Source: an optimization exercise on an open RTL-to-GDS flow (aim: small area and a short achievable clock period). Production flows keep margins and buffers that such runs may drop.
Only simulation tests tie the RTL to the original design; equivalence was not proved.
No activity file was given, so power comes from the tool's default toggle rates.

===== flow/config.mk =====
export PLATFORM = sky130hd
export DESIGN_NAME = cpu
export DESIGN_NICKNAME = cpu
export VERILOG_FILES = /design/flow/design.v
export SDC_FILE = /design/flow/constraint.sdc
export NUM_CORES = 4
export LEC_CHECK = 0
export CAP_MARGIN = 20
export CORE_MARGIN = 2
export CORE_UTILIZATION = 40
export SLEW_MARGIN = 20

===== flow/constraint.sdc =====
create_clock -name core_clock -period 8.0 [get_ports {clk}]
set_input_delay 1.6000 -clock core_clock [delete_from_list [all_inputs] [get_ports {clk}]]
set_output_delay 1.6000 -clock core_clock [all_outputs]
set_load 0.01 [all_outputs]

===== flow/design.v =====
module cpu(
    input wire clk,
    input wire reset,
    output wire [31:0] mem_addr,
    output wire [31:0] mem_wdata,
    output wire mem_we,
    input wire [31:0] mem_rdata
);
    reg [31:0] PC, IR, R, B, HI, LO;
    reg Q1, ltf, we, mdf;
    reg [6:0] c;
    reg [31:0] rf [0:31];
    assign mem_addr = R;
    assign mem_wdata = B;
    assign mem_we = we;
    wire [5:0] op = IR[31:26];
    wire [5:0] fn = IR[5:0];
    wire rt_ = (op == 6'b000000);
    wire i_add  = rt_ & (fn == 6'b100000);
    wire i_sub  = rt_ & (fn == 6'b100010);
    wire i_and  = rt_ & (fn == 6'b100100);
    wire i_slt  = rt_ & (fn == 6'b101010);
    wire i_sll  = rt_ & (fn == 6'b000000);
    wire i_srl  = rt_ & (fn == 6'b000010);
    wire i_sra  = rt_ & (fn == 6'b000011);
    wire i_sllv = rt_ & (fn == 6'b000100);
    wire i_srav = rt_ & (fn == 6'b000111);
    wire i_jr   = rt_ & (fn == 6'b001000);
    wire i_mfhi = rt_ & (fn == 6'b010000);
    wire i_mflo = rt_ & (fn == 6'b010010);
    wire i_brk  = rt_ & (fn == 6'b001101);
    wire i_rte  = rt_ & (fn == 6'b010011);
    wire i_div  = rt_ & (fn == 6'b011010);
    wire i_mult = rt_ & (fn == 6'b011000);
    wire i_addi  = (op == 6'b001000);
    wire i_addiu = (op == 6'b001001);
    wire i_j     = (op == 6'b000010);
    wire i_jal   = (op == 6'b000011);
    wire i_slti  = (op == 6'b001010);
    wire i_beq   = (op == 6'b000100);
    wire i_bne   = (op == 6'b000101);
    wire i_ble   = (op == 6'b000110);
    wire i_bgt   = (op == 6'b000111);
    wire i_lui   = (op == 6'b001111);
    wire i_lw    = (op == 6'b100011);
    wire i_lh    = (op == 6'b100001);
    wire i_lb    = (op == 6'b100000);
    wire i_sw    = (op == 6'b101011);
    wire i_sh    = (op == 6'b101001);
    wire i_sb    = (op == 6'b101000);
    wire g_shift = i_sll | i_srl | i_sra | i_sllv | i_srav;
    wire g_br    = i_beq | i_bne | i_ble | i_bgt;
    wire g_ld    = i_lw | i_lh | i_lb;
    wire g_st    = i_sw | i_sh | i_sb;
    wire g_md    = i_mult | i_div;
    wire g_l7 = i_slt | i_slti | i_jr | i_j | i_rte | i_mfhi | i_mflo | i_lui;
    wire g_l8 = i_add | i_sub | i_and | i_addi | i_addiu | i_jal | g_br;
    wire g_l9 = g_shift;
    wire g_l11 = g_ld | g_st;
    wire g_def = g_l7 | g_l8 | g_l9 | g_l11 | g_md | i_brk;
    wire last = (c == 7'd5 & ~g_def) | (c == 7'd6 & g_l7) | (c == 7'd7 & g_l8) |
                (c == 7'd8 & g_l9) | (c == 7'd10 & g_l11) |
                (c == 7'd45 & g_md & ~mdf) | (c == 7'd69 & g_md & mdf);
    wire halt = i_brk & (c == 7'd5);
    wire wb_rd = i_add | i_sub | i_and | i_slt | g_shift | i_mfhi | i_mflo;
    wire wb_rt = i_addi | i_addiu | i_slti | i_lui | g_ld;
    wire [4:0] wdst = i_jal ? 5'd30 : (wb_rd ? IR[15:11] : IR[20:16]);
    wire rf_we = last & (wb_rd | wb_rt | i_jal);
    wire [4:0] raddr = c[0] ? IR[25:21] : IR[20:16];
    wire [31:0] rdata = rf[raddr];
    wire [31:0] rf_wd = reset ? 32'd0 : R;
    integer k;
    always @(posedge clk) begin
        for (k = 0; k < 32; k = k + 1)
            if (reset | (rf_we & (wdst == k))) rf[k] <= rf_wd;
    end
    wire c1 = (c == 7'd1);
    wire c5 = (c == 7'd5);
    wire c6 = (c == 7'd6);
    wire c7 = (c == 7'd7);
    wire md_step = g_md & (c >= 7'd6) & (c <= 7'd37);
    wire [31:0] simm = {{16{IR[15]}}, IR[15:0]};
    wire [31:0] simm4 = {simm[29:0], 2'b00};
    wire x_pc = c1 | (c5 & i_addiu) | (c6 & g_br);
    wire x_hi = md_step & i_mult;
    wire x_hs = md_step & i_div;
    wire [31:0] X = x_pc ? PC : x_hi ? HI : x_hs ? {HI[30:0], LO[31]} : R;
    wire y_4  = c1;
    wire y_im = c5 & (i_addi | i_slti | g_ld | g_st);
    wire y_i4 = (c5 & i_addiu) | (c6 & g_br);
    wire y_0  = md_step & i_mult & (LO[0] == Q1);
    wire [31:0] Yv = y_4 ? 32'd4 : y_im ? simm : y_i4 ? simm4 : y_0 ? 32'd0 : B;
    wire sub = (c5 & (i_sub | i_slt | i_slti | g_br)) | (md_step & (i_div | (LO[0] & ~Q1)));
    wire [31:0] sum = X + (Yv ^ {32{sub}}) + {31'd0, sub};
    wire lt = (X[31] ^ Yv[31]) ? X[31] : sum[31];
    wire sh_var = i_sllv | i_srav;
    wire sh_left = i_sll | i_sllv;
    wire sh_ar = i_sra | i_srav;
    wire [31:0] sh_src = sh_var ? R : B;
    wire [4:0] sh_amt = sh_var ? B[4:0] : IR[10:6];
    reg [31:0] sh_x, sh_y, sh_res;
    integer j;
    always @(*) begin
        for (j = 0; j < 32; j = j + 1) sh_x[j] = sh_left ? sh_src[31-j] : sh_src[j];
        sh_y = $signed({sh_ar & sh_x[31], sh_x}) >>> sh_amt;
        for (j = 0; j < 32; j = j + 1) sh_res[j] = sh_left ? sh_y[31-j] : sh_y[j];
    end
    wire eq = (R == 32'd0);
    wire take = (i_beq & eq) | (i_bne & ~eq) | (i_ble & (ltf | eq)) | (i_bgt & ~(ltf | eq));
    wire [31:0] ldata = i_lb ? {24'd0, mem_rdata[7:0]} :
                        i_lh ? {16'd0, mem_rdata[15:0]} : mem_rdata;
    always @(posedge clk) begin
        if (reset) begin
            PC <= 32'd0;
            R <= 32'd0;
            c <= 7'd0;
            we <= 1'b0;
            mdf <= 1'b0;
            HI <= 32'd0;
            LO <= 32'd0;
            Q1 <= 1'b0;
        end else begin
            c <= last ? 7'd0 : halt ? c : c + 7'd1;
            we <= last & g_st;
            if (last & g_md) mdf <= 1'b1;
            if (c1 | (c6 & g_br & take)) PC <= sum;
            else if (c5 & (i_j | i_jal)) PC <= {PC[31:28], IR[20:16], IR[25:21], IR[15:0], 2'b00};
            else if (c5 & i_jr) PC <= R;
            else if (c5 & i_rte) PC <= 32'd0;
            if (c == 7'd0) R <= PC;
            else if (c == 7'd3) R <= rdata;
            else if (c5) begin
                if (i_and) R <= R & B;
                else if (i_slt | i_slti) R <= {31'd0, lt};
                else if (i_lui) R <= {IR[15:0], 16'd0};
                else if (i_mfhi) R <= HI;
                else if (i_mflo) R <= LO;
                else if (g_shift) R <= sh_res;
                else if (i_jal) R <= PC;
                else R <= sum;
            end
            else if (c7 & g_ld) R <= ldata;
            if (c5 & g_md) begin
                HI <= 32'd0;
                LO <= R;
                Q1 <= 1'b0;
            end else if (md_step) begin
                if (i_mult) begin
                    HI <= {sum[31], sum[31:1]};
                    LO <= {sum[0], LO[31:1]};
                    Q1 <= LO[0];
                end else begin
                    HI <= sum[31] ? {HI[30:0], LO[31]} : sum;
                    LO <= {LO[30:0], ~sum[31]};
                end
            end
        end
    end
    always @(posedge clk) begin
        if (c == 7'd2) IR <= mem_rdata;
        if (c5) ltf <= lt;
        if (c == 7'd4) B <= rdata;
        else if (c7 & i_sh) B <= {mem_rdata[31:16], B[15:0]};
        else if (c7 & i_sb) B <= {mem_rdata[31:8], B[7:0]};
    end
endmodule

===== flow/run.sh =====
#!/bin/bash
# synth_recipe.tcl (not shown) runs the flow's synth.tcl, then flattens the netlist and writes it again
# the make line also repeats each setting of config.mk as NAME=value (left out here)
make -C /OpenROAD-flow-scripts/flow DESIGN_CONFIG=/design/flow/config.mk WORK_HOME=/design/flow/orfs CLKGATE_MAP_FILE= SYNTH_SCRIPT=/design/flow/synth_recipe.tcl finish

==> run notes <==
[sequential cells by signal, summed over array words and instances, names as in the netlist]
| register | count |
|---|---|
| rf | 1024 |
| B | 32 |
| HI | 32 |
| IR | 32 |
| LO | 32 |
| PC | 32 |
| R | 32 |
| c | 7 |
| Q1 | 1 |
| ltf | 1 |
| mdf | 1 |
| we | 1 |
[routing by layer]
layer	global-route usage (%)	part of all wire, %
met1	48.7	37
met4	21.3	6.7
met5	0	0.019
met3	9.92	13
met2	53.1	43
[layout by cell type, fill, tap and decap left out, types with 47 or more instances in the layout]
master	netlist	final
edfxtp_1	1089	1089
nand2_1	394	394
a22oi_1	289	289
nand3_1	290	287
buf_4	5	245
a21oi_1	229	227
nor2_1	233	221
o21ai_0	230	206
a221oi_1	165	147
dfxtp_1	138	138
clkbuf_16	0	132
a22o_1	119	119
clkdlybuf4s50_1	0	97
nor3_1	93	86
nand4_1	79	79
a31oi_1	75	73
mux2i_1	58	52
xnor2_1	50	50
o211ai_1	47	47
[tightest hold or removal path, stage by stage, from the launching register on]
cell	delay [ps]
dfxtp_1	310
nand2_1	60
a21oi_1	50
[area by class of cell]
cell class / instances / share of cell area [%]
diodes: 12 / 0.0458
clock buffers: 165 / 5.29
clock inverters: 66 / 1.09
inverters: 42 / 0.241
multi-input cells: 3021 / 31.0
flip-flops and latches: 1227 / 54.1
well taps: 1876 / 3.58
repair buffers: 353 / 4.60
[worst paths after layout]
check         from     to  slack (ps)  depth (start not counted)
max          IR[2]  R[26]        1180                         21
max reg2reg  IR[2]  R[26]        1180                         21
min             Q1     Q1         470                          2
min reg2reg     Q1     Q1         470                          2
[kinds of logic after synthesis]
kind of cell | synth area share, %
flip-flops | 62.9
buffers and inverters | 2.99
adder cells (fa/ha/maj) | 0.830
multiplexers | 2.25
AND/OR/NAND/NOR | 11.5
AO/OA/AOI/OAI | 18.6
XOR/XNOR | 0.932
[per-stage QoR]
step / setup WS [ps] / utilization, % / total power [uW]
finish: 1180 / 46.9 / 16400
detailed placement: 1400 / 43.8 / 10400
CTS: 1350 / 46.8 / 16300
global placement: 1510 / 43.7 / 10400
global route: 819 / 46.9 / 16800
floorplan: 2130 / - / 9130
[where the power goes]
group / total, uW / internal, uW / switching (uW)
Combinational: 2600 / 711 / 1890
Sequential: 7860 / 7610 / 252
Clock: 5960 / 3260 / 2700
==> flow_summary.toml <==
[timing]
tightest_slew_ps = 1350
max-slew-margin-rel_pct = 8.94
setup_viol = 0
finalHoldViolCount = 0
holdWs_ps = 472
fin_crit_sh_pct = 85.2
slew_viol_final = 0
max_freq_mhz = 147
layout_min_cycle_time_ps = 6820
fin_skew_ps = 55.6
fin_tns_setup_ps = 0
grt_setup_unrepaired = "no"

[cts]
clock_latency_ps = 800
cts-root-buf = "clkbuf_16"
clock-sinks = 1227
cts_tree = "done"
hold_buffers = 0
cts_resized = 0
cts_max_level = 4
post_cts_buffers = 0
cts.path.max_buffers = 3
numCtsBuffers = 132
path_clk_slew_ps = 60

[yosys]
syn_nets = 4743
synth_flop_cell = "edfxtp_1"
synth_top_cell_by_area = "edfxtp_1"
synth_area_leaders = "edfxtp_1, dfxtp_1, a22oi_1"
synth_edf_count = 1089
synth_seq_cells = 1227
synthMostInstantiatedCell = "edfxtp_1"
ys_types = 104
synthTopCellsByCount = "edfxtp_1, nand2_1, clkbuf_1"
synth_cells = 4673
synth.cell_area_sq_um = 56400
seq_area_frac_synth_pct = 62.9
syn_area_per_cell_sq_um = 12.1
yosysTopAreaCellShare_pct = 58.0
synth_warnings = 2
async_flop_share_pct = 0

[critical_path]
crit_fanout = 28
path_delay_family = "compound AO/OA/AOI/OAI gates"
worstPathRequired_ps = 8700
path_class = "flop to flop"
cp_common_cell = "a21oi_1"
path_buf_inv = 1
crit_chain = "nor4b_1, nand4_1, nor4_1, nor2_2, buf_4, a221oi_1, o21ai_0, xnor2_1, ha_1, nand2b_1, a21oi_1, o31ai_1, a311oi_1, a21oi_1, o21ai_0, o211ai_1, a221oi_1, nand2_1, a211o_1, a211o_1, a21oi_1"
cpPeakStageDelay_ps = 760
cp-end-kind = "flop"
cpMaxStageDelayCell = "a221oi_1"
arrival_ps = 7520
cp-start-kind = "flop"

[drt]
firstDrtPassIters = 10
drcViolationCount = 0
final_antenna_net_count = 0
via_count = 47000
wl_per_cell_um = 39.4
drt_wl_total_mm = 266
drt_iter0_drc = 8401
vias_per_cell = 6.95

[final_layout]
drive_above_1_share_pct = 13.6
fin_nets = 4847
area_delta_synth_final_pct = 16.2
stdcell_count = 6762
final_area_sq_um = 65500
multi_input_area_sq_um = 20300
seq_area_sq_um = 35500
fill_cells = 12500

[global_route]
grt_max_degree = 54
grt_pass1_wl_mm = 361
grt_antenna_before_repair = 13
grt_overflow = 0
grtUsageTotal_pct = 36.4
grt_pass1_vias = 42900

[die]
die_w_um = 379
initial_core_util_pct = 40.4
coreArea_sq_um = 140000
rows = 137
die-area_sq_um = 144000
die_y_um = 379
boundaryPins = 99

[placement]
dp_cells = 6518
dp_hpwl_mm = 172
place_congestion = 1.08
placed_area_sq_um = 61200
io_buffers = 98

[power]
powerDensity_nw_per_um2 = 251
ir_worst_vdd_v = 0.000171
power.leakage_uw = 0.0228

[flow_run]
max_cap_violations = 0

[outcome]
status = "finished clean"

[hold_path]
hold_path_class = "flop to flop"

## static timing again, ports no longer ideal
In the flow no input, the clock included, has a driving cell. The finished layout below was timed again as built, in two steps.
Step 1 sets driving cells, clkbuf_16 on the clock port and buf_2 on the other inputs (assumed; they add their load-dependent delay and slew).
Step 2 adds t to the input delays and takes it off the output delays; t is the mean of the earliest and latest rising clock arrival at the registers after step 1. Input paths then give back, and output paths get back, about the clock's delay inside the block.
Slacks: no drivers / after step 1 / after step 2; pairs: no drivers / after step 1.
t (ns): 0.855
setup slack, ns: 1.183 / 1.183 / 1.183
hold WS [ns]: 0.472 / 0.472 / 0.472
worst slew at a driven data input, ns: 0.08
pins driven straight from the clock port: 1
After both steps setup and hold are still met in this run. For this run, drivers alone change the setup slack by 0.000 ns; drivers and shift together by 0.000 ns.
